Source: an optimization exercise on an open RTL-to-GDS flow (aim: small area). Production flows keep margins and buffers that such runs may drop.
In this exercise RTL edits were held to simulation tests only and were not proved equivalent to the original.
Power figures rest on the tool's default switching activity, not on a simulated workload.

<file path="flow/config.mk">
export PLATFORM = sky130hd
export DESIGN_NAME = unum_adder
export DESIGN_NICKNAME = unum_adder
export VERILOG_FILES = /design/flow/design.v
export SDC_FILE = /design/flow/constraint.sdc
export NUM_CORES = 4
export LEC_CHECK = 0
export ABC_AREA = 1
export CAP_MARGIN = 20
export CORE_MARGIN = 2
export CORE_UTILIZATION = 60
export CTS_BUF_LIST = sky130_fd_sc_hd__clkbuf_4 sky130_fd_sc_hd__clkbuf_8
export CTS_CLUSTER_SIZE = 30
export SLEW_MARGIN = 20
</file>
<file path="flow/constraint.sdc">
create_clock -name core_clock -period 4.5 [get_ports {clk}]
set_input_delay 0.9000 -clock core_clock [delete_from_list [all_inputs] [get_ports {clk}]]
set_output_delay 0.9000 -clock core_clock [all_outputs]
set_load 0.01 [all_outputs]
</file>
<file path="flow/design.v">
module unum_adder(
	input clk,
	input[31:0] unum1,
	input[31:0] unum2,
	output[31:0] unum_o
);
wire [30:0] m1, m2;
neg31 ng1(.x(unum1[30:0]), .s(unum1[31]), .m(m1));
neg31 ng2(.x(unum2[30:0]), .s(unum2[31]), .m(m2));
wire cmp;
gt31 gt(.a(m1), .b(m2), .gt(cmp));
reg sL_1, sS_1;
reg [30:0] mL_1, mS_1;
always @(posedge clk) begin
	sL_1 <= cmp ? unum1[31] : unum2[31];
	sS_1 <= cmp ? unum2[31] : unum1[31];
	mL_1 <= cmp ? m1 : m2;
	mS_1 <= cmp ? m2 : m1;
end
wire rL = mL_1[30], rS = mS_1[30];
wire [4:0] nL, nS;
lzc32 lzL(.v({mL_1[29:0] ^ {30{rL}}, 2'b10}), .n(nL));
lzc32 lzS(.v({mS_1[29:0] ^ {30{rS}}, 2'b10}), .n(nS));
wire [28:0] tL, tS;
shl29 shL(.d(mL_1[28:0]), .n(nL), .q(tL));
shl29 shS(.d(mS_1[28:0]), .n(nS), .q(tS));
wire zL = ~rL & (nL == 5'd30);   
wire zS = ~rS & (nS == 5'd30);
reg sL_2, sS_2, inf_2;
reg [8:0] scL_2, scS_2;
reg [25:0] fL_2;
reg [26:0] fS_2;
always @(posedge clk) begin
	sL_2 <= sL_1;
	sS_2 <= sS_1;
	inf_2 <= (sL_1 & zL) | (sS_1 & zS);
	scL_2 <= zL ? 9'd232 : {~rL, rL ? nL : ~nL, tL[28:26]};
	scS_2 <= {~rS, rS ? nS : ~nS, tS[28:26]};
	fL_2 <= tL[25:0];
	fS_2 <= {~zS | sS_1, tS[25:0]};
end
wire [8:0] diff = scL_2 - scS_2;
wire [4:0] d = (diff[8:5] != 4'd0) ? 5'd31 : diff[4:0];
wire [28:0] B;
shr29 shB(.d({fS_2, 2'b00}), .n(d), .q(B));
reg sg_3, sub_3, inf_3;
reg [8:0] sc_3;
reg [25:0] fL_3;
reg [28:0] B_3;
always @(posedge clk) begin
	sg_3 <= sL_2;
	sub_3 <= sL_2 ^ sS_2;
	inf_3 <= inf_2;
	sc_3 <= scL_2;
	fL_3 <= fL_2;
	B_3 <= B;
end
wire [29:0] sum;
addsub29 as(.a({1'b1, fL_3, 2'b00}), .b(B_3), .sub(sub_3), .y(sum));
reg sg_4, inf_4;
reg [8:0] sc_4;
reg [29:0] sum_4;
always @(posedge clk) begin
	sg_4 <= sg_3;
	inf_4 <= inf_3;
	sc_4 <= sc_3;
	sum_4 <= sum;
end
wire [4:0] lz;
lzc32 lzN(.v({sum_4, 2'b01}), .n(lz));      
wire nz = ~&lz;
wire [28:0] sh;
shl29 shN(.d(sum_4[28:0]), .n(lz), .q(sh));    
reg sg_5, inf_5, nz_5;
reg [8:0] e_5;
reg [26:0] f_5;
always @(posedge clk) begin
	sg_5 <= sg_4;
	inf_5 <= inf_4;
	nz_5 <= nz;
	e_5 <= sc_4 + 9'd1 - {4'd0, lz};
	f_5 <= sh[28:2];
end
wire [31:0] shv = {~e_5[8] & nz_5, e_5[8] & nz_5, e_5[2:0] & {3{nz_5}}, f_5};
wire [4:0] amt = e_5[8] ? ~e_5[7:3] : e_5[7:3];
wire [31:0] pk;
sra32 shP(.d(shv), .n(amt), .q(pk));
reg sg_6, rnd_6;
reg [30:0] r_6;
always @(posedge clk) begin
	sg_6 <= (sg_5 & nz_5) | inf_5;
	r_6 <= inf_5 ? 31'd0 : pk[31:1];
	rnd_6 <= ~inf_5 & pk[0];
end
wire [30:0] o;
rnd31 rn(.r(r_6), .sg(sg_6), .rnd(rnd_6), .y(o));
reg [31:0] o_7, o_8;
always @(posedge clk) begin
	o_7 <= {sg_6, o};
	o_8 <= o_7;
end
assign unum_o = o_8;
endmodule
module neg31(input [30:0] x, input s, output [30:0] m);
wire [31:0] o0 = {x, 1'b0};
wire [31:0] o1, o2, o3, o4, o5;
genvar i;
generate for (i = 0; i < 32; i = i + 1) begin: pf
	assign o1[i] = (i % 2 >= 1) ? (o0[i] | o0[i - i % 2 + 0]) : o0[i];
end endgenerate
generate for (i = 0; i < 32; i = i + 1) begin: pf2
	assign o2[i] = (i % 4 >= 2) ? (o1[i] | o1[i - i % 4 + 1]) : o1[i];
end endgenerate
generate for (i = 0; i < 32; i = i + 1) begin: pf3
	assign o3[i] = (i % 8 >= 4) ? (o2[i] | o2[i - i % 8 + 3]) : o2[i];
end endgenerate
generate for (i = 0; i < 32; i = i + 1) begin: pf4
	assign o4[i] = (i % 16 >= 8) ? (o3[i] | o3[i - i % 16 + 7]) : o3[i];
end endgenerate
generate for (i = 0; i < 32; i = i + 1) begin: pf5
	assign o5[i] = (i >= 16) ? (o4[i] | o4[15]) : o4[i];
end endgenerate
assign m = x ^ (o5[30:0] & {31{s}});
endmodule
module gt31(input [30:0] a, input [30:0] b, output gt);
wire [7:0] g, e;
genvar i;
generate for (i = 0; i < 8; i = i + 1) begin: grp
	wire [3:0] aa = (i < 7) ? a[4*i+3:4*i] : {1'b0, a[30:28]};
	wire [3:0] bb = (i < 7) ? b[4*i+3:4*i] : {1'b0, b[30:28]};
	assign g[i] = aa > bb;
	assign e[i] = aa == bb;
end endgenerate
wire [3:0] g2, e2;
generate for (i = 0; i < 4; i = i + 1) begin: t1
	assign g2[i] = g[2*i+1] | (e[2*i+1] & g[2*i]);
	assign e2[i] = e[2*i+1] & e[2*i];
end endgenerate
wire [1:0] g3, e3;
generate for (i = 0; i < 2; i = i + 1) begin: t2
	assign g3[i] = g2[2*i+1] | (e2[2*i+1] & g2[2*i]);
	assign e3[i] = e2[2*i+1] & e2[2*i];
end endgenerate
assign gt = g3[1] | (e3[1] & g3[0]);
endmodule
module lzc32(input [31:0] v, output [4:0] n);
wire [15:0] z1, c1;
genvar i;
generate for (i = 0; i < 16; i = i + 1) begin: l1
	assign z1[i] = ~(v[2*i+1] | v[2*i]);
	assign c1[i] = ~v[2*i+1];
end endgenerate
wire [7:0] z2; wire [15:0] c2;
generate for (i = 0; i < 8; i = i + 1) begin: l2
	assign z2[i] = z1[2*i+1] & z1[2*i];
	assign c2[2*i+1:2*i] = z1[2*i+1] ? {1'b1, c1[2*i]} : {1'b0, c1[2*i+1]};
end endgenerate
wire [3:0] z3; wire [11:0] c3;
generate for (i = 0; i < 4; i = i + 1) begin: l3
	assign z3[i] = z2[2*i+1] & z2[2*i];
	assign c3[3*i+2:3*i] = z2[2*i+1] ? {1'b1, c2[4*i+1:4*i]} : {1'b0, c2[4*i+3:4*i+2]};
end endgenerate
wire [1:0] z4; wire [7:0] c4;
generate for (i = 0; i < 2; i = i + 1) begin: l4
	assign z4[i] = z3[2*i+1] & z3[2*i];
	assign c4[4*i+3:4*i] = z3[2*i+1] ? {1'b1, c3[6*i+2:6*i]} : {1'b0, c3[6*i+5:6*i+3]};
end endgenerate
assign n = z4[1] ? {1'b1, c4[3:0]} : {1'b0, c4[7:4]};
endmodule
module shl29(input [28:0] d, input [4:0] n, output [28:0] q);
wire [28:0] l1 = n[0] ? {d[27:0], 1'b0} : d;
wire [28:0] l2 = n[1] ? {l1[26:0], 2'b0} : l1;
wire [28:0] l3 = n[2] ? {l2[24:0], 4'b0} : l2;
wire [28:0] l4 = n[3] ? {l3[20:0], 8'b0} : l3;
assign q = n[4] ? {l4[12:0], 16'b0} : l4;
endmodule
module shr29(input [28:0] d, input [4:0] n, output [28:0] q);
wire [28:0] l1 = n[4] ? {16'b0, d[28:16]} : d;
wire [28:0] l2 = n[3] ? {8'b0, l1[28:8]} : l1;
wire [28:0] l3 = n[2] ? {4'b0, l2[28:4]} : l2;
wire [28:0] l4 = n[1] ? {2'b0, l3[28:2]} : l3;
assign q = n[0] ? {1'b0, l4[28:1]} : l4;
endmodule
module sra32(input [31:0] d, input [4:0] n, output [31:0] q);
wire s = d[31];
wire [31:0] l1 = n[4] ? {{16{s}}, d[31:16]} : d;
wire [31:0] l2 = n[3] ? {{8{s}}, l1[31:8]} : l1;
wire [31:0] l3 = n[2] ? {{4{s}}, l2[31:4]} : l2;
wire [31:0] l4 = n[1] ? {{2{s}}, l3[31:2]} : l3;
assign q = n[0] ? {s, l4[31:1]} : l4;
endmodule
module addsub29(input [28:0] a, input [28:0] b, input sub, output [29:0] y);
wire [28:0] bb = b ^ {29{sub}};
wire [28:0] g0 = a & bb;
wire [28:0] p0 = a ^ bb;
wire [29:0] G, P;    
wire [28:0] gi = {g0[28:1], g0[0] | (p0[0] & sub)};
wire [28:0] pi = p0;
wire [28:0] G1, P1;
genvar i;
generate for (i = 0; i < 29; i = i + 1) begin: s1
	if (i % 2 == 1) begin
		assign G1[i] = gi[i] | (pi[i] & gi[i-1]);
		assign P1[i] = pi[i] & pi[i-1];
	end else begin
		assign G1[i] = gi[i];
		assign P1[i] = pi[i];
	end
end endgenerate
wire [28:0] G2, P2;
generate for (i = 0; i < 29; i = i + 1) begin: s2
	if (i % 4 == 3) begin
		assign G2[i] = G1[i] | (P1[i] & G1[i-2]);
		assign P2[i] = P1[i] & P1[i-2];
	end else begin
		assign G2[i] = G1[i];
		assign P2[i] = P1[i];
	end
end endgenerate
wire [28:0] G3, P3;
generate for (i = 0; i < 29; i = i + 1) begin: s3
	if (i % 8 == 7) begin
		assign G3[i] = G2[i] | (P2[i] & G2[i-4]);
		assign P3[i] = P2[i] & P2[i-4];
	end else begin
		assign G3[i] = G2[i];
		assign P3[i] = P2[i];
	end
end endgenerate
wire [28:0] G4, P4;
generate for (i = 0; i < 29; i = i + 1) begin: s4
	if (i % 16 == 15) begin
		assign G4[i] = G3[i] | (P3[i] & G3[i-8]);
		assign P4[i] = P3[i] & P3[i-8];
	end else begin
		assign G4[i] = G3[i];
		assign P4[i] = P3[i];
	end
end endgenerate
wire [28:0] C;
assign C[15] = G4[15];
assign C[7] = G4[7];
assign C[23] = G4[23] | (P4[23] & C[15]);
assign C[3] = G4[3];
assign C[11] = G4[11] | (P4[11] & C[7]);
assign C[19] = G4[19] | (P4[19] & C[15]);
assign C[27] = G4[27] | (P4[27] & C[23]);
generate for (i = 0; i < 29; i = i + 1) begin: dn
	if (i % 4 == 1 && i > 1) assign C[i] = G4[i] | (P4[i] & C[i-2]);
	else if (i == 1) assign C[i] = G4[1];
	else if (i % 2 == 0 && i > 0) assign C[i] = gi[i] | (pi[i] & C[i-1]);
	else if (i == 0) assign C[i] = gi[0];
end endgenerate
assign y[0] = p0[0] ^ sub;
assign y[28:1] = p0[28:1] ^ C[27:0];
assign y[29] = C[28] ^ sub;
endmodule
module rnd31(input [30:0] r, input sg, input rnd, output [30:0] y);
wire [30:0] v = r ^ {31{sg}};
wire a0 = sg ^ rnd;
wire c1 = (v[0] & a0) | (sg & rnd);
wire [29:0] w = v[30:1];
wire [5:0] ga;   
wire [5:0] gc;   
genvar i;
generate for (i = 0; i < 6; i = i + 1) begin: g
	assign ga[i] = &w[5*i+4:5*i];
	if (i == 0) assign gc[i] = c1;
	else assign gc[i] = gc[i-1] & ga[i-1];
end endgenerate
wire [29:0] c;
generate for (i = 0; i < 30; i = i + 1) begin: b
	if (i % 5 == 0) assign c[i] = gc[i/5];
	else assign c[i] = c[i-1] & w[i-1];
end endgenerate
assign y = {w ^ c, v[0] ^ a0};
endmodule
</file>
<file path="flow/flow/run.sh">
#!/bin/bash
# Own layout flow: the standard synthesis, then the combinational logic between the
# standard synthesis's registers is mapped again with ABC (the registers, their names
# and cells are kept): the logic feeding the registers named in AREA_FLOPS with an
# area-only mapper, the rest with a delay-bounded one. Then the standard layout steps.
# Ports are buffered with the smallest buffer.
set -euo pipefail
W=$(pwd)
R=$W/orfs/results/$FLOW_PLATFORM/unum_adder/base
LIB=$FLOW_HOME/platforms/$FLOW_PLATFORM/lib/sky130_fd_sc_hd__tt_025C_1v80.lib
YOSYS=$(dirname $(command -v yosys 2>/dev/null || echo /OpenROAD-flow-scripts/tools/install/yosys/bin/yosys))/yosys
[ -x "$YOSYS" ] || YOSYS=/OpenROAD-flow-scripts/tools/install/yosys/bin/yosys

bash standard.sh synth > $W/log_synth.txt 2>&1

python3 $W/flow/genmodels.py $LIB > $W/cell_models.v 2> $W/log_genmodels.txt
cp $R/1_2_yosys.v $W/standard_synth.v
FIX="topo;stime -c;buffer -c;upsize -c;dnsize -c"
ABC_SCRIPT=${ABC_SCRIPT:-"strash;dch;map -D 2000;$FIX"}
ABC_AREA_SCRIPT=${ABC_AREA_SCRIPT:-"strash;dch;amap -m;$FIX"}
AREA_FLOPS=${AREA_FLOPS:-"sum_4* sg_4* inf_4* sc_4* e_5* f_5* nz_5* sg_5* inf_5* r_6* sg_6* rnd_6* o_7*"}
echo "$ABC_SCRIPT" | tr ';' '\n' > $W/remap.abc
echo "$ABC_AREA_SCRIPT" | tr ';' '\n' > $W/remap_area.abc
SEL=""
for p in $AREA_FLOPS; do if [ -z "$SEL" ]; then SEL="c:$p"; else SEL="$SEL c:$p %u"; fi; done
DU=""
for c in $(grep -o "sky130_fd_sc_hd__probe\S*\|sky130_fd_sc_hd__lpflow\S*" $FLOW_HOME/platforms/$FLOW_PLATFORM/config.mk | sort -u); do DU="$DU -dont_use $c"; done
cat > $W/remap.ys <<EOT
read_verilog $W/cell_models.v
read_verilog $W/standard_synth.v
hierarchy -top $FLOW_TOP
flatten
opt_clean -purge
simplemap
opt -fast
select -set late $SEL %ci*:-sky130_fd_sc_hd__dfxtp_1[Q,CLK] t:\$_* %i
abc -liberty $LIB $DU -script $W/remap_area.abc @late
select -clear
abc -liberty $LIB $DU -script $W/remap.abc t:\$_*
opt_clean -purge
setundef -zero
splitnets
opt_clean -purge
hilomap -singleton -hicell sky130_fd_sc_hd__conb_1 HI -locell sky130_fd_sc_hd__conb_1 LO
opt_clean -purge
tee -o $W/remap_stat.txt stat -liberty $LIB
write_verilog -noattr -noexpr -nohex -nodec $R/1_2_yosys.v
EOT
$YOSYS -q -l $W/log_remap.txt -s $W/remap.ys > /dev/null 2>&1
rm -f $R/1_synth.odb
export BUFFER_PORTS_ARGS="-buffer_cell sky130_fd_sc_hd__buf_1"
bash standard.sh finish > $W/log_finish.txt 2>&1
</file>
<file path="flow/flow/genmodels.py">
# Generate Verilog models of the sky130hd combinational cells (from liberty functions)
# and blackbox stubs of the sequential ones.
import re, sys
lib = open(sys.argv[1]).read()
out = []
# split into cell blocks
idx = [m.start() for m in re.finditer(r'\n\s*cell\s*\(', lib)]
idx.append(len(lib))
def conv(f):
    f = f.strip().strip('"')
    # liberty: ! prefix not, ' postfix not, & * and, | + or, ^ xor, space = and
    f = re.sub(r"(\w+)'", r"(!\1)", f)
    f = re.sub(r"\(([^()]*)\)'", r"(!(\1))", f)
    f = f.replace('*', '&').replace('+', '|')
    # implicit AND (space between operands)
    f = re.sub(r'(?<=[\w)])\s+(?=[\w(!])', ' & ', f)
    f = f.replace('!', '~')
    return f
for a, b in zip(idx, idx[1:]):
    blk = lib[a:b]
    name = re.search(r'cell\s*\(\s*"?(\w+)"?\s*\)', blk).group(1)
    pins = re.findall(r'\n\s*pin\s*\(\s*"?(\w+)"?\s*\)\s*\{(.*?)\n\s{8}\}', blk, re.S)
    if not pins:
        pins = re.findall(r'pin\s*\(\s*"?(\w+)"?\s*\)\s*\{((?:[^{}]|\{[^{}]*\})*)\}', blk, re.S)
    seq = re.search(r'\b(ff|latch|statetable)\s*\(', blk) is not None
    ins, outs = [], []
    for pn, body in pins:
        d = re.search(r'direction\s*:\s*"?(\w+)"?', body)
        if not d: continue
        if d.group(1) == 'input': ins.append(pn)
        elif d.group(1) == 'output':
            fn = re.search(r'\bfunction\s*:\s*"([^"]*)"', body)
            outs.append((pn, fn.group(1) if fn else None))
    if not outs and not ins: continue
    ins = list(dict.fromkeys(ins)); outs = [o for o in dict((o[0], o) for o in outs).values() if o[0] not in ins]
    ports = ins + [o for o, _ in outs]
    if seq or any(f is None for _, f in outs):
        out.append('(* blackbox *)\nmodule %s(%s);\n%s\nendmodule\n' % (name, ', '.join(ports),
            '\n'.join(['input %s;' % i for i in ins] + ['output %s;' % o for o, _ in outs])))
    else:
        body = ['input %s;' % i for i in ins] + ['output %s;' % o for o, _ in outs]
        body += ['assign %s = %s;' % (o, conv(f)) for o, f in outs]
        out.append('module %s(%s);\n%s\nendmodule\n' % (name, ', '.join(ports), '\n'.join(body)))
print('\n'.join(out))
</file>
<file path="flow/standard.sh">
#!/bin/bash
# synth_recipe.tcl (not shown) runs the flow's synth.tcl, then flattens the netlist and writes it again
# the make line also repeats each setting of config.mk as NAME=value (left out here)
make -C /OpenROAD-flow-scripts/flow DESIGN_CONFIG=/design/flow/config.mk WORK_HOME=/design/flow/orfs CLKGATE_MAP_FILE= SYNTH_SCRIPT=/design/flow/synth_recipe.tcl "${@:-finish}"
</file>
==> out/results.ini, run 1 <==
[detailed_routing]
final_antenna_net_count = 0
first_pass_iters = 6
viasPerCell = 5.76
routed_wl_um = 57400
drc = 0
first_iter_violations = 1495
vias = 20721
wl_per_cell_um = 15.9

[worst_setup_path]
worst-path-max-fanout = 20
start_kind = primary input
critical_path_required_ps = 4990
crit_path_end_kind = flop
worstSetupPathType = primary input to flop
cp.arrival_ps = 4520

[power_and_ir_drop]
pwr-share-comb_pct = 57.5
p_leak_nw = 10.0
p_clk_share_pct = 15.0
vdd_drop_max_uv = 632
p_int_mw = 11.2
power_density_nw_per_um2 = 935
finalPower_mw = 21.6
switching_share_pct = 48.1
p_switching_mw = 10.4
p_seq_share_pct = 27.5

[cells_and_area]
drive_above_1_share_pct = 8.30
fin_nets = 3163
n_fill_cell = 3123
insertedDiodeCount = 0
syn_to_final_growth_pct = 10.8
fin_util_pct = 67.2

[floorplanning]
io_pins = 97
die_h_um = 191
start_util_pct = 60.7
design.die.area_um2 = 36300
fp.coreArea_um2 = 34500
die_x_um = 191
num_rows = 68

[timing]
setup_viol_count_final = 0
final.min_clock_period_ps = 4040
fin_worst_skew_ps = 57.6
finalHoldViolCount = 0
slew_violations = 0
period_share_pct = 89.7
timing.fmax_ghz = 0.248
setup_ws_ps = 461
slew_headroom_pct = 32.7
rsz0062_at_grt = no
whs_ps = 279
tightest_slew_ps = 1010

[clock_tree]
clk_pin_slew_ps = 60
cts_resized = 0
clk_path_buf_depth = 3
cts_tree = built
htreeDepth = 2
numCtsBuffers = 60
cts.sinks = 382
cts_setup_buffers = 0
insertion_delay_ps = 660
cts.root.buffer_cell = clkbuf_8
cts_hold_buf = 0

[place]
io_buffers = 96
post-place-ws_ps = -114
dp_hpwl_um = 44300
place_congestion = 0.975

[synthesis]
postSynthAreaPerCell_um2 = 6.95
synth_area_um2 = 20900
synth_cells = 3008
yosysWarnings = 1
syn-num-nets = 3073

[job]
drv_cap = 0

[grt]
grt_first_pass_wirelength_um = 92700
grt_overflow = 0
antenna_found_initial = 0
grt_pass1_vias = 18978
grt_max_degree = 45
grt_usage_pct = 31.4

[worst_hold_path]
hold_path_class = flop to flop

[outcome]
status = complete, no violations

-- stage by stage --
stage | cells | instance area [µm²] | setup TNS, ps
3_3_place_gp | 3491 | 21800 | 0
2_1_floorplan | 3008 | 20900 | 0
5_1_grt | 3598 | 23100 | 0
4_1_cts | 3598 | 23100 | 0
6_report | 3598 | 23100 | 0
3_5_place_dp | 3491 | 21800 | -4610
-- state kept, by name, summed over array words and instances (netlist names), 9 cells and up --
register / cells
e_5: 9
o_8: 32
mL_1: 31
fL_3: 26
f_5: 27
mS_1: 31
o_7: 32
fS_2: 27
scS_2: 9
sc_3: 9
B_3: 29
scL_2: 9
fL_2: 26
r_6: 31
sc_4: 9
sum_4: 30
-- layer usage --
metal / GRT usage [%] / share of wire (%) / routed length [µm] / vias to the layer above
li1: - / - / - / 10557
met1: 39.7 / 43 / 24700 / 9277
met2: 53.1 / 47 / 26900 / 728
met3: 3.66 / 5.7 / 3280 / 159
met4: 15.2 / 4.5 / 2560 / 0
met5: 0 / 0 / 0 / -
-- final cells by class --
class	instances	area (µm²)	share of cell area (%)
well taps	455	569	2.46
flip-flops and latches	382	7650	33.0
inverters	256	975	4.21
multi-input cells	2241	11800	50.8
repair buffers	157	843	3.64
clock inverters	20	256	1.11
clock buffers	87	1100	4.77
-- power groups by stage --
stage | clock network (mW) | registers (mW) | logic, mW
after detailed placement | 0 | 6.02 | 12.1
after floorplan | 0 | 5.75 | 9.29
after global placement | 0 | 5.98 | 11.9
after global routing | 3.45 | 6.11 | 13.9
final | 3.24 | 5.95 | 12.4
after CTS | 3.30 | 5.95 | 12.2
-- placed cells by master, fill, tap and decap left out, types with 53 or more instances in the layout --
master	instances
inv_1	240
o22ai_1	159
buf_1	96
buf_4	59
nor2_1	366
a21oi_1	198
clkbuf_8	72
dfxtp_1	382
nand3_1	135
xor2_1	53
o21ai_0	342
nand2_1	564
-- final timing paths --
check / start / endpoint / slack (ps) / cells past startpoint
worst max-delay path: unum2[2] / mL_1[1] / 460 / 20
worst min-delay path: o_7[25] / o_8[25] / 280 / 0
worst max register to register: scL_2[0] / B_3[25] / 480 / 18
worst min register to register: o_7[25] / o_8[25] / 280 / 0
-- critical path, cell delays in order --
cell	delay [ps]
buf_1	120
nor3_4	220
nand4_1	160
nor2_2	150
nand3_2	150
nor4_4	240
nand3_2	200
nor2_2	170
nand4_1	160
o21ai_2	210
o21ai_1	110
inv_1	60
nand2_1	70
nand2_1	100
nor2_1	60
o311ai_0	540
o21ai_2	250
nand2_1	340
buf_12	200
o21ai_0	100
==> run 2: changes to the inputs <==
--- a/flow/config.mk
+++ b/flow/config.mk
@@ -11,3 +11,4 @@
 export CORE_UTILIZATION = 60
-export CTS_BUF_LIST = sky130_fd_sc_hd__clkbuf_4 sky130_fd_sc_hd__clkbuf_8
+export CTS_BUF_LIST = sky130_fd_sc_hd__clkbuf_8 sky130_fd_sc_hd__clkbuf_16
+export CTS_CLUSTER_DIAMETER = 100
 export CTS_CLUSTER_SIZE = 30
==> out/results.ini, run 2 <==
[outcome]
status = complete, no violations  ; unchanged

[timing]
slew_headroom_pct = 31.7  ; was 32.7%
rsz0062_at_grt = no  ; unchanged
setup_viol_count_final = 0  ; unchanged
finalHoldViolCount = 0  ; unchanged
period_share_pct = 91.6  ; was 89.7%
final.min_clock_period_ps = 4120  ; was 4040 ps
whs_ps = 323  ; was 279 ps
slew_violations = 0  ; unchanged
tightest_slew_ps = 1020  ; was 1010 ps
fin_worst_skew_ps = 25.6  ; was 57.6 ps
timing.fmax_ghz = 0.243  ; was 0.248 GHz

[detailed_routing]
final_antenna_net_count = 0  ; unchanged
viasPerCell = 5.79  ; was 5.76
wl_per_cell_um = 16.1  ; was 15.9 µm
first_pass_iters = 6  ; unchanged
routed_wl_um = 56600  ; was 57400 µm
first_iter_violations = 1599  ; was 1495
vias = 20341  ; was 20721
drc = 0  ; unchanged

[place]
io_buffers = 96  ; unchanged
place_area_um2 = 21800  ; unchanged
place_congestion = 0.975  ; unchanged
dp_hpwl_um = 44300  ; unchanged

[clock_tree]
cts_tree = built  ; unchanged
clk_pin_slew_ps = 110  ; was 60 ps
clk_path_buf_depth = 3  ; unchanged
htreeDepth = 1  ; was 2
cts.root.buffer_cell = clkbuf_16  ; was clkbuf_8
insertion_delay_ps = 540  ; was 660 ps
numCtsBuffers = 18  ; was 60
cts.sinks = 382  ; unchanged

[grt]
antenna_found_initial = 1  ; was 0
grt_overflow = 0  ; unchanged
grt_usage_pct = 30.6  ; was 31.4%
grt_pass1_vias = 18445  ; was 18978
grt_first_pass_wirelength_um = 91100  ; was 92700 µm
grt_max_degree = 45  ; unchanged

[worst_setup_path]
worst-path-max-fanout = 20  ; unchanged
critPathLaunch = unum2[2]  ; unchanged
cp.arrival_ps = 4530  ; was 4520 ps
worstReg2RegStart = scL_2[0]  ; unchanged
critical_path_required_ps = 4910  ; was 4990 ps
worstSetupPathType = primary input to flop  ; unchanged
start_kind = primary input  ; unchanged
crit_path_end_kind = flop  ; unchanged

[floorplanning]
start_util_pct = 60.7  ; unchanged
die_h_um = 191  ; unchanged
num_rows = 68  ; unchanged
io_pins = 97  ; unchanged
fp.coreArea_um2 = 34500  ; unchanged
design.die.area_um2 = 36300  ; unchanged
die_x_um = 191  ; unchanged

[cells_and_area]
drive_above_1_share_pct = 5.85  ; was 8.30%
syn_to_final_growth_pct = 6.96  ; was 10.8%
fin_area_um2 = 22400  ; was 23100 µm²
reg_top3 = o_7: 32 flops, o_8: 32 flops  ; unchanged
fin_nets = 3121  ; was 3163
final_cell_mix = nand2_1 (564), dfxtp_1 (382), nor2_1 (366)  ; unchanged
insertedDiodeCount = 0  ; unchanged
layout_commonest_cell = nand2_1  ; unchanged

[power_and_ir_drop]
vdd_drop_max_uv = 632  ; about the same
p_leak_nw = 9.55  ; was 10.0 nW
power_density_nw_per_um2 = 907  ; was 935 nW/µm²

[synthesis]
yosysWarnings = 1  ; unchanged
postSynthAreaPerCell_um2 = 6.95  ; unchanged
synth_cells = 3008  ; unchanged
synth_area_um2 = 20900  ; unchanged
syn-num-nets = 3073  ; unchanged

[worst_hold_path]
worstHoldStart = o_7[25]  ; unchanged
hold_path_class = flop to flop  ; unchanged

[job]
drv_cap = 0  ; unchanged

==> run 2: repair_timing <==
| action | in CTS | in global routing |
|---|---|---|
| gates resized for setup | 0 | 3 |
| buffers inserted | 0 | 0 |
| hold buffers | 0 | 0 |
| endpoints found under the setup margin | 0 | 44 |
==> run 2: where the power goes <==
group	total [mW]	internal (mW)	switching, mW
sequential	5.94	5.01	0.934
clock	1.91	0.802	1.11
combinational	12.4	4.34	8.10
total	20.3	10.1	10.1
==> run 2: per-layer routing <==
layer | track usage [%] | part of all wire (%)
met5 | 0 | 0
met4 | 11.7 | 3.7
met3 | 2.71 | 5.3
met2 | 52.6 | 47
met1 | 39.8 | 44
==> run 2: critical path: stages <==
cell	delay, ps
buf_1	120
nor3_4	220
nand4_1	160
nor2_2	150
nand3_2	150
nor4_4	240
nand3_2	200
nor2_2	170
nand4_1	160
o21ai_2	220
xor2_2	250
xor2_1	230
nand4_1	210
nor3_2	240
nand4_2	230
nand2_1	340
buf_12	200
o21ai_0	130
==> run 2: stage by stage <==
step                      setup TNS, ps  util (%)  worst slack (ps)  total power [mW]  std cells
after floorplan                       0         -               747              15.0       3008
after global placement                0      63.2              78.6              17.9       3491
after detailed placement          -4610      63.2              -114              18.1       3491
after CTS                             0      64.8               382              20.1       3515
after global routing                  0      64.9              40.6              22.0       3515
final                                 0      64.9               377              20.3       3515
==> run 2: layout make-up <==
cell class              instances  area, µm²
inverters                     256        975
fillers                      3212      12100
repair buffers                157        843
well taps                     455        569
clock inverters                 5       81.3
flip-flops and latches        382       7650
clock buffers                  19        475
multi-input cells            2241      11800
==> run 2: worst paths after layout <==
kind,endpoint,slack [ps],cells past startpoint
max,mS_1[7],380,18
min,o_8[25],320,0
max reg2reg,B_3[11],490,19
min reg2reg,o_8[25],320,0
==> run 3: changes to the inputs <==
--- a/flow/flow/run.sh
+++ b/flow/flow/run.sh
@@ -18,3 +18,3 @@
 FIX="topo;stime -c;buffer -c;upsize -c;dnsize -c"
-ABC_SCRIPT=${ABC_SCRIPT:-"strash;dch;map -D 2000;$FIX"}
+ABC_SCRIPT=${ABC_SCRIPT:-"strash;dch;map -D 2300;$FIX"}
 ABC_AREA_SCRIPT=${ABC_AREA_SCRIPT:-"strash;dch;amap -m;$FIX"}
--- a/flow/config.mk
+++ b/flow/config.mk
@@ -10,3 +10,3 @@
 export CORE_MARGIN = 2
-export CORE_UTILIZATION = 60
+export CORE_UTILIZATION = 75
 export CTS_BUF_LIST = sky130_fd_sc_hd__clkbuf_8 sky130_fd_sc_hd__clkbuf_16
==> out/results.ini, run 3 <==
[worst_setup_path]
path_common_cell = nand2_1  ; was nand4_1
worstReg2RegStart = mL_1[30]  ; was scL_2[0]
crit_path_end_kind = flop  ; unchanged
r2r-end = fL_2[23]  ; was B_3[11]
worstRegToRegCells = 19  ; unchanged
worst-path-max-fanout = 33  ; was 20
critical_path_required_ps = 4890  ; was 4910 ps
regToRegSetupSlack_ps = 460  ; was 490 ps
critPathMaxStageDelay_ps = 300  ; was 340 ps
cp.arrival_ps = 4590  ; was 4530 ps
worstSetupPathType = primary input to flop  ; unchanged
start_kind = primary input  ; unchanged
critPathSlowestCell = nor4_2  ; was nand2_1
crit_chain = buf_1 > nor3_4 > nand4_1 > nor2_2 > nand2_1 > nor4_2 > nand2_1 > o31ai_4 > o21a_2 > o21ai_2 > a21oi_4 > o21ai_1 > xor2_1 > or2_1 > nand2_1 > a211oi_2 > nand4_1 > o211ai_2 > nand3_4 > buf_12 > nand2_1 > o21ai_0  ; was buf_1 > nor3_4 > nand4_1 > nor2_2 > nand3_2 > nor4_4 > nand3_2 > nor2_2 > nand4_1 > o21ai_2 > xor2_2 > xor2_1 > nand4_1 > nor3_2 > nand4_2 > nand2_1 > buf_12 > o21ai_0

[cells_and_area]
fin_area_um2 = 22000  ; was 22400 µm²
syn_to_final_growth_pct = 5.95  ; was 6.96%
n_fill_cell = 1896  ; was 3212
fin_nets = 3066  ; was 3121
drive_above_1_share_pct = 6.09  ; was 5.85%
layout_commonest_cell = nand2_1  ; unchanged
reg_top3 = o_7: 32 flops, o_8: 32 flops  ; unchanged
final_cell_mix = nand2_1 (492), nor2_1 (399), dfxtp_1 (381)  ; was nand2_1 (564), dfxtp_1 (382), nor2_1 (366)
insertedDiodeCount = 0  ; unchanged

[timing]
setup_tns_ps = 0  ; unchanged
slew_violations = 0  ; unchanged
final.min_clock_period_ps = 4200  ; was 4120 ps
setup_ws_ps = 298  ; was 377 ps
whs_ps = 335  ; was 323 ps
timing.fmax_ghz = 0.238  ; was 0.243 GHz
finalHoldViolCount = 0  ; unchanged
slew_headroom_pct = 31.7  ; about the same
rsz0062_at_grt = no  ; unchanged
tightest_slew_ps = 1020  ; about the same
setup_viol_count_final = 0  ; unchanged
period_share_pct = 93.4  ; was 91.6%
fin_worst_skew_ps = 25.8  ; was 25.6 ps

[place]
place_congestion = 1.01  ; was 0.975
post-place-ws_ps = -151  ; was -114 ps
place_area_um2 = 21500  ; was 21800 µm²
dp_hpwl_um = 43100  ; was 44300 µm
io_buffers = 96  ; unchanged

[power_and_ir_drop]
p_leak_nw = 9.45  ; was 9.55 nW
vdd_drop_max_uv = 618  ; was 632 µV
power_density_nw_per_um2 = 916  ; was 907 nW/µm²
finalPower_mw = 20.1  ; was 20.3 mW

[synthesis]
synth_cells = 2955  ; was 3008
postSynthAreaPerCell_um2 = 7.02  ; was 6.95 µm²
synth_area_um2 = 20700  ; was 20900 µm²
syn-num-nets = 3020  ; was 3073
yosysWarnings = 1  ; unchanged

[floorplanning]
die_h_um = 170  ; was 191 µm
io_pins = 97  ; unchanged
die_x_um = 170  ; was 191 µm
design.die.area_um2 = 29000  ; was 36300 µm²
fp.coreArea_um2 = 27000  ; was 34500 µm²
start_util_pct = 76.8  ; was 60.7%
num_rows = 60  ; was 68

[clock_tree]
cts_tree = built  ; unchanged
clk_path_buf_depth = 3  ; unchanged
cts.root.buffer_cell = clkbuf_16  ; unchanged
clk_pin_slew_ps = 110  ; about the same
htreeDepth = 1  ; unchanged
insertion_delay_ps = 530  ; was 540 ps
cts.sinks = 382  ; unchanged
numCtsBuffers = 17  ; was 18

[detailed_routing]
drc = 0  ; unchanged
viasPerCell = 6.29  ; was 5.79
vias = 21029  ; was 20341
first_iter_violations = 2409  ; was 1599
final_antenna_net_count = 0  ; unchanged
wl_per_cell_um = 16.8  ; was 16.1 µm
first_pass_iters = 7  ; was 6
routed_wl_um = 56100  ; was 56600 µm

[grt]
grt_pass1_vias = 18994  ; was 18445
grt_overflow = 0  ; unchanged
grt_max_degree = 51  ; was 45
grt_usage_pct = 37.6  ; was 30.6%
antenna_found_initial = 0  ; was 1
grt_first_pass_wirelength_um = 90100  ; was 91100 µm

[worst_hold_path]
min_path_cells = 0  ; unchanged
worstHoldStart = o_7[2]  ; was o_7[25]
hold-path-endpoint = o_8[2]  ; was o_8[25]
hold_path_class = flop to flop  ; unchanged

[job]
drv_cap = 0  ; unchanged

[outcome]
status = complete, no violations  ; unchanged

run 3: area by class of cell:
class | count | area (µm²) | area share, %
repair buffers | 153 | 838 | 3.81
multi-input cells | 2149 | 11500 | 52.1
well taps | 341 | 427 | 1.94
clock buffers | 17 | 425 | 1.94
inverters | 298 | 1140 | 5.17
flip-flops and latches | 382 | 7650 | 34.8
clock inverters | 5 | 52.6 | 0.239
run 3: worst max path at each step:
stage | endpoint | start | cells after the start
after floorplan | mL_1[5] | unum1[0] | 22
after global placement | mL_1[28] | unum1[0] | 21
after detailed placement | mL_1[22] | unum1[0] | 22
after CTS | mL_1[25] | unum1[0] | 22
after global routing | B_3[19] | scL_2[0] | 22
final | mL_1[22] | unum1[0] | 22
run 3: metal layers:
layer / routed length [µm] / vias up / GRT usage, %
li1: - / 10216 / -
met2: 26700 / 1116 / 64.8
met3: 4390 / 242 / 4.74
met1: 22000 / 9455 / 46.7
met5: 0 / - / 0
met4: 3020 / 0 / 18.4
run 3: repair_timing:
item	4_1_cts	5_1_grt
buffers inserted	0	3
hold buffers	0	0
resized for setup	0	3
setup endpoints to repair	0	10
run 3: worst max-delay path, delay by kind of cell:
kind / cells / cell delay [ps]
AOI/OAI and AO/OA: 8 / 1190
xor gates and xnor gates: 1 / 240
buffers and inverters: 2 / 360
and+or+nand+nor: 11 / 1890
run 3: stage by stage:
stage               utilization (%)  instances
detailed placement             79.5       3320
finish                         81.3       3345
global route                   81.3       3345
floorplan                         -       2955
global placement               79.5       3320
CTS                            81.2       3342
run 3: power by group:
part	leakage, nW	total [mW]	switching (mW)	internal [mW]
logic	6.01	12.4	8.14	4.27
clock network	0.233	1.77	1.06	0.709
registers	3.21	5.96	0.946	5.02
==> run 4: changes to the inputs <==
--- a/flow/flow/run.sh
+++ b/flow/flow/run.sh
@@ -17,3 +17,3 @@
 cp $R/1_2_yosys.v $W/standard_synth.v
-FIX="topo;stime -c;buffer -c;upsize -c;dnsize -c"
+FIX="topo;stime -c;buffer -c"
 ABC_SCRIPT=${ABC_SCRIPT:-"strash;dch;map -D 2300;$FIX"}
--- a/flow/config.mk
+++ b/flow/config.mk
@@ -10,3 +10,3 @@
 export CORE_MARGIN = 2
-export CORE_UTILIZATION = 75
+export CORE_UTILIZATION = 60
 export CTS_BUF_LIST = sky130_fd_sc_hd__clkbuf_8 sky130_fd_sc_hd__clkbuf_16
==> out/results.ini, run 4 <==
[outcome]
status = complete, no violations  ; unchanged

[floorplanning]
fp.coreArea_um2 = 35600  ; was 27000 µm²
start_util_pct = 61.0  ; was 76.8%
num_rows = 69  ; was 60
design.die.area_um2 = 37700  ; was 29000 µm²
io_pins = 97  ; unchanged
die_h_um = 194  ; was 170 µm
die_x_um = 194  ; was 170 µm

[worst_setup_path]
crit_buf_inv = 4  ; was 2
r2r-end = fL_2[25]  ; was fL_2[23]
worstReg2RegStart = mL_1[30]  ; unchanged
worstSetupPathType = flop to flop  ; was primary input to flop
crit_family = compound AO/OA/AOI/OAI gates  ; was simple AND/OR/NAND/NOR gates
worst-path-max-fanout = 49  ; was 33
regToRegSetupSlack_ps = 370  ; was 460 ps
worstRegToRegCells = 18  ; was 19
path_common_cell = o21ai_0  ; was nand2_1
start_kind = flop  ; was primary input
critPathSlowestCell = dfxtp_1  ; was nor4_2
critical_path_required_ps = 4890  ; about the same
critPathMaxStageDelay_ps = 540  ; was 300 ps
cp.arrival_ps = 4530  ; was 4590 ps
crit_path_end_kind = flop  ; unchanged
crit_chain = buf_4 > nand2_1 > nand2_1 > o21ai_0 > nor2_1 > inv_1 > nor2_1 > inv_1 > o311ai_1 > nand3_1 > buf_4 > o21ai_0 > or2_2 > o21ai_0 > o21ai_0 > nor2_1 > a31oi_1 > o22ai_1  ; was buf_1 > nor3_4 > nand4_1 > nor2_2 > nand2_1 > nor4_2 > nand2_1 > o31ai_4 > o21a_2 > o21ai_2 > a21oi_4 > o21ai_1 > xor2_1 > or2_1 > nand2_1 > a211oi_2 > nand4_1 > o211ai_2 > nand3_4 > buf_12 > nand2_1 > o21ai_0

[timing]
fin_worst_skew_ps = 16.2  ; was 25.8 ps
setup_viol_count_final = 0  ; unchanged
tightest_slew_ps = 833  ; was 1020 ps
slew_headroom_pct = 44.4  ; was 31.7%
finalHoldViolCount = 0  ; unchanged
setup_tns_ps = 0  ; unchanged
final.min_clock_period_ps = 4130  ; was 4200 ps
period_share_pct = 91.8  ; was 93.4%
setup_ws_ps = 368  ; was 298 ps
slew_violations = 0  ; unchanged
timing.fmax_ghz = 0.242  ; was 0.238 GHz

[worst_hold_path]
worstHoldStart = sg_3  ; was o_7[2]
min_path_cells = 0  ; unchanged
hold-path-endpoint = sg_4  ; was o_8[2]
hold_path_class = flop to flop  ; unchanged

[place]
post-place-ws_ps = -268  ; was -151 ps
dp_hpwl_um = 44400  ; was 43100 µm
place_congestion = 0.929  ; was 1.01
placedCellCount = 3482  ; was 3320
place_area_um2 = 21700  ; was 21500 µm²
io_buffers = 96  ; unchanged

[detailed_routing]
final_antenna_net_count = 0  ; unchanged
routed_wl_um = 56000  ; was 56100 µm
drc = 0  ; unchanged
wl_per_cell_um = 16.0  ; was 16.8 µm
viasPerCell = 5.71  ; was 6.29
vias = 20019  ; was 21029
first_pass_iters = 6  ; was 7
first_iter_violations = 1481  ; was 2409

[clock_tree]
numCtsBuffers = 17  ; unchanged
clk_pin_slew_ps = 110  ; about the same
htreeDepth = 1  ; unchanged
cts.sinks = 382  ; unchanged
clk_path_buf_depth = 3  ; unchanged
cts_tree = built  ; unchanged
cts_hold_buf = 0  ; unchanged
insertion_delay_ps = 530  ; about the same
cts.root.buffer_cell = clkbuf_16  ; unchanged

[cells_and_area]
final_cell_mix = nand2_1 (491), nor2_1 (410), dfxtp_1 (381), o21ai_0 (381), inv_1 (287)  ; was nand2_1 (492), nor2_1 (399), dfxtp_1 (381)
insertedDiodeCount = 0  ; unchanged
fin_cells = 3507  ; was 3345
syn_to_final_growth_pct = 2.36  ; was 5.95%
reg_top3 = o_7: 32 flops, o_8: 32 flops  ; unchanged
layout_commonest_cell = nand2_1  ; unchanged
fin_area_um2 = 22200  ; was 22000 µm²
fin_nets = 3108  ; was 3066
drive_above_1_share_pct = 8.34  ; was 6.09%

[power_and_ir_drop]
power_density_nw_per_um2 = 901  ; was 916 nW/µm²
vdd_drop_max_uv = 551  ; was 618 µV
p_leak_nw = 9.59  ; was 9.45 nW
finalPower_mw = 20.0  ; was 20.1 mW

[synthesis]
synth_cells = 2955  ; unchanged
postSynthAreaPerCell_um2 = 7.34  ; was 7.02 µm²
syn-num-nets = 3020  ; unchanged
yosysWarnings = 1  ; unchanged
synth_area_um2 = 21700  ; was 20700 µm²

[grt]
grt_pass1_vias = 18298  ; was 18994
grt_max_degree = 65  ; was 51
grt_usage_pct = 28.6  ; was 37.6%
grt_first_pass_wirelength_um = 90200  ; was 90100 µm
antenna_found_initial = 0  ; unchanged
grt_overflow = 0  ; unchanged

[job]
drv_cap = 0  ; unchanged

## run 4: area by class of cell
type                            instances  area [µm²]
Fill cell                            3278       13400
Inverter                              298        1140
Clock buffer                           17         425
Timing Repair Buffer                  195        1120
Clock inverter                          5        51.3
Multi-Input combinational cell       2149       11200
Tap cell                              461         577
Sequential cell                       382        7650
## run 4: per-layer routing
metal	vias up	GRT usage (%)	part of all wire [%]
li1	10291	-	-
met1	9033	36.4	44
met2	568	51.0	48
met3	127	2.17	4.3
met4	0	9.79	3.5
met5	-	0	0
## run 4: how the worst max path moves through the flow
stage	startpoint	endpoint	slack (ps)	cells past startpoint
2_1_floorplan	unum2[2]	mL_1[5]	30	23
3_3_place_gp	unum1[0]	mL_1[5]	-100	22
3_5_place_dp	unum2[2]	mL_1[4]	-270	20
4_1_cts	unum2[2]	mL_1[25]	270	21
5_1_grt	unum1[0]	mL_1[25]	-4	23
6_report	mL_1[30]	fL_2[25]	370	18
## run 4: worst reg2reg max path, delay by kind of cell, from the launching register on
family / cells / cell delay (ps)
compound gates: 7 / 1540
buf+inv: 4 / 850
flops: 1 / 540
simple gates: 7 / 1070
## run 4: power by group
group	internal (mW)	switching, mW	total [mW]
clock	0.712	1.04	1.75
sequential	5.01	0.889	5.90
combinational	4.43	7.91	12.3
total	10.2	9.84	20.0
## run 4: what timing repair did
item | in CTS | in global routing
endpoints found under the setup margin | 0 | 80
buffers inserted | 0 | 3
resized for setup | 0 | 15
## run 4: metrics by stage
| stage | util, % | hold WS, ps |
|---|---|---|
| 6_report | 62.4 | 325 |
| 5_1_grt | 62.4 | 337 |
| 4_1_cts | 62.2 | 335 |
| 3_5_place_dp | 60.9 | 312 |
| 3_3_place_gp | 60.9 | 309 |
| 2_1_floorplan | - | 310 |
==> run 5: changes to the inputs <==
--- a/flow/flow/run.sh
+++ b/flow/flow/run.sh
@@ -17,3 +17,3 @@
 cp $R/1_2_yosys.v $W/standard_synth.v
-FIX="topo;stime -c;buffer -c"
+FIX="topo;stime -c;buffer -c;upsize -c;dnsize -c"
 ABC_SCRIPT=${ABC_SCRIPT:-"strash;dch;map -D 2300;$FIX"}
--- a/flow/config.mk
+++ b/flow/config.mk
@@ -8,3 +8,3 @@
 export ABC_AREA = 1
-export CAP_MARGIN = 20
+export CAP_MARGIN = 0
 export CORE_MARGIN = 2
@@ -14,2 +14,2 @@
 export CTS_CLUSTER_SIZE = 30
-export SLEW_MARGIN = 20
+export SLEW_MARGIN = 0
==> out/results.ini, run 5 <==
[detailed_routing]
final_antenna_net_count = 0  ; unchanged
first_pass_iters = 9  ; was 6
routed_wl_um = 56600  ; was 56000 µm
wl_per_cell_um = 16.3  ; was 16.0 µm
drc = 0  ; unchanged
first_iter_violations = 1726  ; was 1481
vias = 20119  ; was 20019
viasPerCell = 5.81  ; was 5.71

[worst_setup_path]
worstReg2RegStart = sub_3  ; was mL_1[30]
crit_chain = buf_1 > nor3_4 > nand2_1 > nor2_4 > nand4_2 > nor3_4 > nand3_2 > nor2_2 > inv_2 > o21ai_2 > o21ai_1 > xnor2_1 > nor2_1 > nor2_1 > nand3_1 > a211o_1 > and2b_1 > nand4_4 > nand3_4 > buf_12 > o21ai_0  ; was buf_4 > nand2_1 > nand2_1 > o21ai_0 > nor2_1 > inv_1 > nor2_1 > inv_1 > o311ai_1 > nand3_1 > buf_4 > o21ai_0 > or2_2 > o21ai_0 > o21ai_0 > nor2_1 > a31oi_1 > o22ai_1
critPathLaunch = unum2[2]  ; was mL_1[30]
worst-path-max-fanout = 68  ; was 49
worstSetupPathType = primary input to flop  ; was flop to flop
crit_buf_inv = 3  ; was 4
crit_family = simple AND/OR/NAND/NOR gates  ; was compound AO/OA/AOI/OAI gates
critPathMaxStageDelay_ps = 270  ; was 540 ps
critPathSlowestCell = and2b_1  ; was dfxtp_1
crit_path_end_kind = flop  ; unchanged
cp.arrival_ps = 4460  ; was 4530 ps
start_kind = primary input  ; was flop
critical_path_required_ps = 4900  ; was 4890 ps

[floorplanning]
io_pins = 97  ; unchanged
fp.coreArea_um2 = 34300  ; was 35600 µm²
num_rows = 68  ; was 69
die_h_um = 190  ; was 194 µm
start_util_pct = 60.5  ; was 61.0%
design.die.area_um2 = 36100  ; was 37700 µm²
die_x_um = 190  ; was 194 µm

[timing]
period_share_pct = 90.0  ; was 91.8%
timing.fmax_ghz = 0.247  ; was 0.242 GHz
slew_violations = 0  ; unchanged
setup_viol_count_final = 0  ; unchanged
final.min_clock_period_ps = 4050  ; was 4130 ps
whs_ps = 325  ; about the same
setup_tns_ps = 0  ; unchanged
slew_headroom_pct = 35.8  ; was 44.4%
setup_ws_ps = 448  ; was 368 ps
finalHoldViolCount = 0  ; unchanged
tightest_slew_ps = 963  ; was 833 ps
fin_worst_skew_ps = 27.7  ; was 16.2 ps
rsz0062_at_grt = no

[clock_tree]
numCtsBuffers = 17  ; unchanged
clk_path_buf_depth = 3  ; unchanged
cts_tree = built  ; unchanged
cts_resized = 0  ; unchanged
cts_hold_buf = 0  ; unchanged
htreeDepth = 1  ; unchanged
cts.sinks = 382  ; unchanged
cts.root.buffer_cell = clkbuf_16  ; unchanged
insertion_delay_ps = 530  ; about the same
cts_setup_buffers = 0  ; unchanged
clk_pin_slew_ps = 110  ; about the same

[cells_and_area]
fin_cells = 3460  ; was 3507
reg_top3 = o_7: 32 flops, o_8: 32 flops  ; unchanged
layout_commonest_cell = nand2_1  ; unchanged
drive_above_1_share_pct = 6.12  ; was 8.34%
insertedDiodeCount = 0  ; unchanged
syn_to_final_growth_pct = 6.59  ; was 2.36%
n_fill_cell = 3073  ; was 3278
fin_util_pct = 64.5  ; was 62.4%
fin_nets = 3066  ; was 3108
fin_area_um2 = 22100  ; was 22200 µm²
final_cell_mix = nand2_1 (492), nor2_1 (399), dfxtp_1 (381)  ; was nand2_1 (491), nor2_1 (410), dfxtp_1 (381), o21ai_0 (381), inv_1 (287)

[place]
dp_hpwl_um = 44500  ; was 44400 µm
placedCellCount = 3437  ; was 3482
place_area_um2 = 21600  ; was 21700 µm²
post-place-ws_ps = -7.84  ; was -268 ps
io_buffers = 96  ; unchanged
place_congestion = 0.955  ; was 0.929

[job]
drv_cap = 0  ; unchanged

[grt]
antenna_found_initial = 0  ; unchanged
grt_first_pass_wirelength_um = 89600  ; was 90200 µm
grt_max_degree = 69  ; was 65
grt_usage_pct = 30.3  ; was 28.6%
grt_overflow = 0  ; unchanged
grt_pass1_vias = 18226  ; was 18298

[synthesis]
synth_area_um2 = 20700  ; was 21700 µm²
postSynthAreaPerCell_um2 = 7.02  ; was 7.34 µm²
synth_cells = 2955  ; unchanged
yosysWarnings = 1  ; unchanged
syn-num-nets = 3020  ; unchanged

[outcome]
status = complete, no violations  ; unchanged

[power_and_ir_drop]
finalPower_mw = 20.1  ; was 20.0 mW
vdd_drop_max_uv = 459  ; was 551 µV
power_density_nw_per_um2 = 908  ; was 901 nW/µm²
p_leak_nw = 9.46  ; was 9.59 nW

[worst_hold_path]
worstHoldStart = sg_3  ; unchanged
hold_path_class = flop to flop  ; unchanged

==> run 5: cell type report <==
class,instances,area (µm²),share of cell area [%]
inverters,298,1130,5.12
clock buffers,18,439,1.99
multi-input cells,2149,11500,51.8
well taps,455,569,2.57
repair buffers,153,817,3.69
flip-flops and latches,382,7650,34.6
clock inverters,5,45.0,0.204
==> run 5: worst register-to-register path, delay by kind of cell (launching register included) <==
kind                   cells  cell delay [ps]
buffers and inverters      3              340
DFF                        1              770
and+or+nand+nor            6             1150
AOI/OAI and AO/OA         10             1670
==> run 5: worst paths after layout <==
path | endpoint | slack (ps) | cells after the start
worst min-delay path | sg_4 | 320 | 0
worst min register to register | sg_4 | 320 | 0
worst max register to register | sum_4[27] | 470 | 19
worst max-delay path | mS_1[16] | 450 | 21
==> run 5: layer usage <==
metal | vias to the layer above | track usage [%] | routed length, µm
li1 | 10214 | - | -
met1 | 9083 | 38.4 | 23800
met2 | 696 | 54.1 | 27700
met3 | 126 | 2.77 | 3260
met4 | 0 | 9.93 | 1840
met5 | - | 0 | 0
==> run 5: report_power, final <==
part / total (mW) / switching [mW] / internal [mW]
registers: 5.96 / 0.947 / 5.02
logic: 12.3 / 8.07 / 4.27
clock network: 1.79 / 1.06 / 0.729
total: 20.1 / 10.1 / 10.0
==> run 6: changes to the inputs <==
--- a/flow/flow/run.sh
+++ b/flow/flow/run.sh
@@ -19,4 +19,4 @@
 ABC_SCRIPT=${ABC_SCRIPT:-"strash;dch;map -D 2300;$FIX"}
-ABC_AREA_SCRIPT=${ABC_AREA_SCRIPT:-"strash;dch;amap -m;$FIX"}
-AREA_FLOPS=${AREA_FLOPS:-"sum_4* sg_4* inf_4* sc_4* e_5* f_5* nz_5* sg_5* inf_5* r_6* sg_6* rnd_6* o_7*"}
+ABC_AREA_SCRIPT=${ABC_AREA_SCRIPT:-"strash;dch;amap -m"}
+AREA_FLOPS=${AREA_FLOPS:-"sum_4* sg_4* inf_4* sc_4* e_5* f_5* nz_5* sg_5* inf_5* r_6* sg_6* rnd_6* o_7* fL_2* fS_2* scL_2* scS_2* sL_2* sS_2* inf_2* B_3* sg_3* sub_3* inf_3* sc_3* fL_3*"}
 echo "$ABC_SCRIPT" | tr ';' '\n' > $W/remap.abc
==> out/results.ini, run 6 <==
[outcome]
status = complete, no violations  ; unchanged

[clock_tree]
cts.root.buffer_cell = clkbuf_16  ; unchanged
htreeDepth = 1  ; unchanged
cts_tree = built  ; unchanged
insertion_delay_ps = 530  ; about the same
clk_path_buf_depth = 3  ; unchanged
clk_pin_slew_ps = 110  ; about the same
cts.sinks = 382  ; unchanged
numCtsBuffers = 17  ; unchanged

[cells_and_area]
layout_commonest_cell = nor2_1  ; was nand2_1
final_cell_mix = nor2_1 (419), dfxtp_1 (379), o22ai_1 (336)  ; was nand2_1 (492), nor2_1 (399), dfxtp_1 (381)
n_fill_cell = 2758  ; was 3073
fin_nets = 2849  ; was 3066
syn_to_final_growth_pct = 10.2  ; was 6.59%
drive_above_1_share_pct = 5.77  ; was 6.12%
insertedDiodeCount = 0  ; unchanged
reg_top3 = o_7: 32 flops, o_8: 32 flops  ; unchanged
fin_cells = 3190  ; was 3460

[power_and_ir_drop]
vdd_drop_max_uv = 498  ; was 459 µV
power_density_nw_per_um2 = 896  ; was 908 nW/µm²
p_leak_nw = 8.11  ; was 9.46 nW

[place]
placedCellCount = 3162  ; was 3437
post-place-ws_ps = -85.5  ; was -7.84 ps
dp_hpwl_um = 42500  ; was 44500 µm
place_congestion = 1.03  ; was 0.955
io_buffers = 96  ; unchanged

[timing]
final.min_clock_period_ps = 4130  ; was 4050 ps
timing.fmax_ghz = 0.242  ; was 0.247 GHz
rsz0062_at_grt = no  ; unchanged
slew_headroom_pct = 25.5  ; was 35.8%
finalHoldViolCount = 0  ; unchanged
setup_ws_ps = 373  ; was 448 ps
period_share_pct = 91.7  ; was 90.0%
whs_ps = 333  ; was 325 ps
fin_worst_skew_ps = 9.10  ; was 27.7 ps
setup_viol_count_final = 0  ; unchanged
setup_tns_ps = 0  ; unchanged
slew_violations = 0  ; unchanged
tightest_slew_ps = 1110  ; was 963 ps

[floorplanning]
design.die.area_um2 = 33900  ; was 36100 µm²
num_rows = 65  ; was 68
die_x_um = 184  ; was 190 µm
io_pins = 97  ; unchanged
die_h_um = 184  ; was 190 µm
start_util_pct = 61.3  ; was 60.5%
fp.coreArea_um2 = 31700  ; was 34300 µm²

[worst_setup_path]
crit_chain = clkinv_2 > nor2b_1 > o22ai_1 > or2_0 > or3_1 > a311oi_1 > nor3_2 > nor4_4 > clkinv_4 > o22ai_1 > nor2_1 > a21oi_1 > o21ai_0 > o22ai_1 > o22ai_1  ; was buf_1 > nor3_4 > nand2_1 > nor2_4 > nand4_2 > nor3_4 > nand3_2 > nor2_2 > inv_2 > o21ai_2 > o21ai_1 > xnor2_1 > nor2_1 > nor2_1 > nand3_1 > a211o_1 > and2b_1 > nand4_4 > nand3_4 > buf_12 > o21ai_0
crit_family = simple AND/OR/NAND/NOR gates  ; unchanged
crit_cells = 15  ; was 21
worst-path-max-fanout = 29  ; was 68
path_common_cell = o22ai_1
worstRegToRegCells = 15  ; was 19
critPathLaunch = mS_1[30]  ; was unum2[2]
critPathSlowestCell = or3_1  ; was and2b_1
worstSetupPathType = flop to flop  ; was primary input to flop
r2r-end = scS_2[1]  ; was sum_4[27]
critPathMaxStageDelay_ps = 530  ; was 270 ps
crit_buf_inv = 2  ; was 3
crit_path_end_kind = flop  ; unchanged
regToRegSetupSlack_ps = 370  ; was 470 ps
cp-endpoint = scS_2[1]  ; was mS_1[16]
start_kind = flop  ; was primary input
critical_path_required_ps = 4910  ; was 4900 ps
cp.arrival_ps = 4540  ; was 4460 ps
worstReg2RegStart = mS_1[30]  ; was sub_3

[synthesis]
syn-num-nets = 2682  ; was 3020
synth_cells = 2617  ; was 2955
postSynthAreaPerCell_um2 = 7.43  ; was 7.02 µm²
synth_area_um2 = 19400  ; was 20700 µm²
yosysWarnings = 1  ; unchanged

[detailed_routing]
final_antenna_net_count = 0  ; unchanged
vias = 19614  ; was 20119
first_pass_iters = 6  ; was 9
viasPerCell = 6.15  ; was 5.81
routed_wl_um = 54400  ; was 56600 µm
first_iter_violations = 1755  ; was 1726
drc = 0  ; unchanged
wl_per_cell_um = 17.0  ; was 16.3 µm

[grt]
grt_pass1_vias = 17709  ; was 18226
antenna_found_initial = 0  ; unchanged
grt_usage_pct = 31.5  ; was 30.3%
grt_first_pass_wirelength_um = 87700  ; was 89600 µm
grt_max_degree = 47  ; was 69
grt_overflow = 0  ; unchanged

[worst_hold_path]
hold_path_class = flop to flop  ; unchanged

[job]
drv_cap = 0  ; unchanged

[run 6: per-layer routing]
metal	share of wire [%]	wire, µm	track usage [%]
met2	48	26300	55.5
met1	43	23200	40.4
met4	3.8	2050	11.4
met5	0	0	0
met3	5.1	2800	2.44
[run 6: worst min-delay path by stage]
stage | startpoint | end | slack, ps | depth (start not counted)
final | fL_2[13] | fL_3[13] | 330 | 0
after global routing | fL_2[15] | fL_3[15] | 340 | 0
after CTS | o_7[23] | o_8[23] | 330 | 0
after detailed placement | fL_2[13] | fL_3[13] | 310 | 0
after global placement | o_7[24] | o_8[24] | 310 | 0
after floorplan | fL_2[0] | fL_3[0] | 310 | 0
[run 6: what timing repair did]
action | CTS | global route
setup buffers | 0 | 5
resized for setup | 0 | 15
endpoints found under the setup margin | 0 | 42
hold buffers | 0 | 0
[run 6: final cells by class]
type	count	area [µm²]	share of cell area, %
Sequential cell	382	7650	35.7
Tap cell	402	503	2.35
Inverter	230	903	4.22
Clock buffer	17	425	1.99
Multi-Input combinational cell	1989	11000	51.2
Timing Repair Buffer	164	918	4.29
Clock inverter	6	60.1	0.280
[run 6: metrics by stage]
stage / instance area (µm²) / total power [mW] / util (%)
3_5_place_dp: 20800 / 17.2 / 65.7
6_report: 21400 / 19.2 / 67.6
3_3_place_gp: 20800 / 17.0 / 65.7
5_1_grt: 21400 / 20.7 / 67.6
4_1_cts: 21300 / 19.0 / 67.2
2_1_floorplan: 19600 / 14.1 / -
[run 6: power breakdown]
group	switching, mW	internal (mW)
clock network	1.07	0.719
logic	7.22	4.21
registers	0.961	5.00
total	9.26	9.93
==> run 7: changes to the inputs <==
--- a/flow/config.mk
+++ b/flow/config.mk
@@ -14,2 +14,3 @@
 export CTS_CLUSTER_SIZE = 30
+export GPL_TIMING_DRIVEN = 0
 export SLEW_MARGIN = 0
==> out/results.ini, run 7 <==
[outcome]
status = complete, no violations  ; unchanged

[worst_setup_path]
crit_chain = buf_1 > nor3_4 > nand2_2 > nor2_4 > nand3_2 > nor4_4 > nand3_2 > nand3b_4 > o31ai_4 > o21ai_1 > xor2_2 > xnor2_1 > nand3_1 > a211o_1 > nand2_1 > nand2_1 > o32ai_4 > buf_12 > nand3_4 > buf_8 > buf_8 > nand2_1 > o21ai_0  ; was clkinv_2 > nor2b_1 > o22ai_1 > or2_0 > or3_1 > a311oi_1 > nor3_2 > nor4_4 > clkinv_4 > o22ai_1 > nor2_1 > a21oi_1 > o21ai_0 > o22ai_1 > o22ai_1
path_common_cell = nand2_1  ; was o22ai_1
critical_path_required_ps = 4840  ; was 4910 ps
start_kind = primary input  ; was flop
worst-path-max-fanout = 10  ; was 29
critPathSlowestCell = nor4_4  ; was or3_1
crit_path_end_kind = flop  ; unchanged
critPathMaxStageDelay_ps = 310  ; was 530 ps
cp.arrival_ps = 4720  ; was 4540 ps
worstSetupPathType = primary input to flop  ; was flop to flop

[grt]
grt_first_pass_wirelength_um = 89500  ; was 87700 µm
antenna_found_initial = 0  ; unchanged
grt_overflow = 0  ; unchanged
grt_usage_pct = 32.1  ; was 31.5%
grt_max_degree = 41  ; was 47
grt_pass1_vias = 17837  ; was 17709

[timing]
setup_viol_count_final = 0  ; unchanged
fin_worst_skew_ps = 22.6  ; was 9.10 ps
timing.fmax_ghz = 0.228  ; was 0.242 GHz
finalHoldViolCount = 0  ; unchanged
final.min_clock_period_ps = 4380  ; was 4130 ps
slew_violations = 0  ; unchanged
setup_ws_ps = 118  ; was 373 ps
period_share_pct = 97.4  ; was 91.7%
tightest_slew_ps = 1190  ; was 1110 ps
slew_headroom_pct = 20.7  ; was 25.5%
rsz0062_at_grt = yes  ; was no
setup_tns_ps = 0  ; unchanged

[detailed_routing]
first_iter_violations = 2083  ; was 1755
final_antenna_net_count = 0  ; unchanged
wl_per_cell_um = 17.9  ; was 17.0 µm
first_pass_iters = 6  ; unchanged
routed_wl_um = 57200  ; was 54400 µm
drc = 0  ; unchanged
viasPerCell = 6.29  ; was 6.15
vias = 20115  ; was 19614

[clock_tree]
cts.sinks = 382  ; unchanged
numCtsBuffers = 17  ; unchanged
clk_path_buf_depth = 3  ; unchanged
cts.root.buffer_cell = clkbuf_16  ; unchanged
cts_hold_buf = 0  ; unchanged
cts_tree = built  ; unchanged
clk_pin_slew_ps = 110  ; about the same
htreeDepth = 1  ; unchanged
insertion_delay_ps = 530  ; about the same

[cells_and_area]
n_fill_cell = 2676  ; was 2758
layout_commonest_cell = nor2_1  ; unchanged
multi_input_area_um2 = 11300  ; was 11000 µm²
insertedDiodeCount = 0  ; unchanged
syn_to_final_growth_pct = 12.8  ; was 10.2%
final_cell_mix = nor2_1 (409), dfxtp_1 (378), o22ai_1 (335)  ; was nor2_1 (419), dfxtp_1 (379), o22ai_1 (336)
seqCellArea_um2 = 7660  ; was 7650 µm²
reg_top3 = o_7: 32 flops, o_8: 32 flops  ; unchanged
drive_above_1_share_pct = 7.90  ; was 5.77%
fin_util_pct = 69.1  ; was 67.6%
fin_cells = 3200  ; was 3190
fin_nets = 2860  ; was 2849

[power_and_ir_drop]
p_int_mw = 10.1  ; was 9.93 mW
p_clk_share_pct = 9.0  ; was 9.3%
switching_share_pct = 48.8  ; was 48.2%
power_density_nw_per_um2 = 898  ; was 896 nW/µm²
p_leak_nw = 8.29  ; was 8.11 nW
vdd_drop_max_uv = 502  ; was 498 µV
p_seq_share_pct = 30.1  ; was 31.1%
p_switching_mw = 9.61  ; was 9.26 mW
pwr-share-comb_pct = 60.9  ; was 59.6%

[place]
place_congestion = 0.968  ; was 1.03
dp_hpwl_um = 41400  ; was 42500 µm
io_buffers = 96  ; unchanged
post-place-ws_ps = -1440  ; was -85.5 ps
placedCellCount = 3121  ; was 3162

[synthesis]
syn-num-nets = 2682  ; unchanged
yosysWarnings = 1  ; unchanged
postSynthAreaPerCell_um2 = 7.43  ; unchanged
synth_cells = 2617  ; unchanged
synth_area_um2 = 19400  ; unchanged

[floorplanning]
design.die.area_um2 = 33900  ; unchanged
die_h_um = 184  ; unchanged
start_util_pct = 61.3  ; unchanged
num_rows = 65  ; unchanged
fp.coreArea_um2 = 31700  ; unchanged
io_pins = 97  ; unchanged
die_x_um = 184  ; unchanged

[job]
drv_cap = 0  ; unchanged

[worst_hold_path]
hold_path_class = flop to flop  ; unchanged

-- run 7: cell count changes in the layout (fill, tap and decap cells not counted), moves of 12 or more --
| cell | previous run | this run |
|---|---|---|
| o21ai_2 | 4 | 17 |
| clkinv_1 | 144 | 132 |
| o21ai_0 | 225 | 206 |
| buf_4 | 63 | 45 |
-- run 7: routing by layer --
layer / global-route usage [%] / vias up / part of all wire [%]
met2: 56.6 / 899 / 48
met5: 0 / - / 0
met1: 41.9 / 9122 / 42
met3: 3.13 / 154 / 6.7
li1: - / 9940 / -
met4: 9.25 / 0 / 3.0
-- run 7: final timing paths --
path,start,end,slack [ps],cells past startpoint
max,unum2[2],mS_1[20],120,23
min,fL_2[6],fL_3[6],330,0
max reg2reg,mL_1[30],fL_2[11],190,14
min reg2reg,fL_2[6],fL_3[6],330,0
-- run 7: final cells by class --
class                      count  area share, %
buffer                        16          0.668
clock buffer                  18           2.00
clock inverter                 4          0.257
inverter                     230           4.31
multi-input combinational   1998           51.7
sequential                   382           34.9
tap                          402           2.29
timing repair buffer         150           3.82
-- run 7: power groups by stage --
stage,Sequential [mW],Clock (mW),Combinational (mW)
after global routing,6.08,1.92,13.1
after global placement,5.94,0,10.8
after floorplan,5.73,0,8.39
after CTS,5.93,1.80,11.3
after detailed placement,6.00,0,11.1
final,5.92,1.77,12.0
-- run 7: repair_timing --
item | 4_1_cts | 5_1_grt
setup endpoints to repair | 193 | 170
resized for setup | 55 | 70
setup buffers | 9 | 39
pin swaps | 11 | 14
cloned | 7 | 2
-- run 7: stage by stage --
step | power [mW] | hold WS [ps] | area [µm²]
6_report | 19.7 | 333 | 21900
4_1_cts | 19.1 | 334 | 21300
5_1_grt | 21.1 | 342 | 21900
2_1_floorplan | 14.1 | 310 | 19600
3_5_place_dp | 17.1 | 312 | 20500
3_3_place_gp | 16.7 | 310 | 20500
-- run 7: worst max-delay path: cells and delay by family --
family | cells | cell delay, ps
buffers and inverters | 4 | 610
and+or+nand+nor | 12 | 1810
AOI/OAI and AO/OA | 5 | 1010
xor gates and xnor gates | 2 | 370

==> re-timing with driven ports <==
The flow's constraints put no driver on any port. The routed layouts listed below were extracted and timed again, unchanged, in two steps.
Step 1 assumes that a clkbuf_16 drives the clock port and a buf_2 every other input.
Step 2, shift: input delay + t, output delay - t, t = (earliest + latest rising clock arrival at the registers) / 2. This alone moves slack from input paths to output paths.
Three values: ideal, step 1, step 2; two values: the first two.
run | shift t [ns] | setup slack, ns | hold WS [ns] | worst setup path after step 2 | slew at the worst register clock pin (ns)
run 1 | 0.683 | 0.461 / 0.482 / -0.189 | 0.279 / 0.279 / 0.279 | input to register | 0.07 / 0.07
run 2 | 0.583 | 0.377 / 0.417 / -0.167 | 0.323 / 0.323 / 0.323 | input to register | 0.11 / 0.11
run 3 | 0.569 | 0.298 / 0.331 / -0.238 | 0.335 / 0.335 / 0.335 | input to register | 0.11 / 0.11
run 4 | 0.577 | 0.368 / 0.368 / -0.032 | 0.325 / 0.325 / 0.325 | input to register | 0.12 / 0.12
run 5 | 0.580 | 0.448 / 0.466 / -0.093 | 0.325 / 0.325 / 0.325 | input to register | 0.11 / 0.11
run 6 | 0.580 | 0.373 / 0.373 / -0.115 | 0.333 / 0.333 / 0.333 | input to register | 0.11 / 0.11
run 7 | 0.578 | 0.118 / 0.154 / -0.424 | 0.333 / 0.333 / 0.333 | input to register | 0.11 / 0.11
With both steps, setup timing fails in every run listed, where it was met with ideal ports. The setup slack of run 1, which loses most, moves by +0.021 ns with the drivers and by -0.650 ns with both steps.
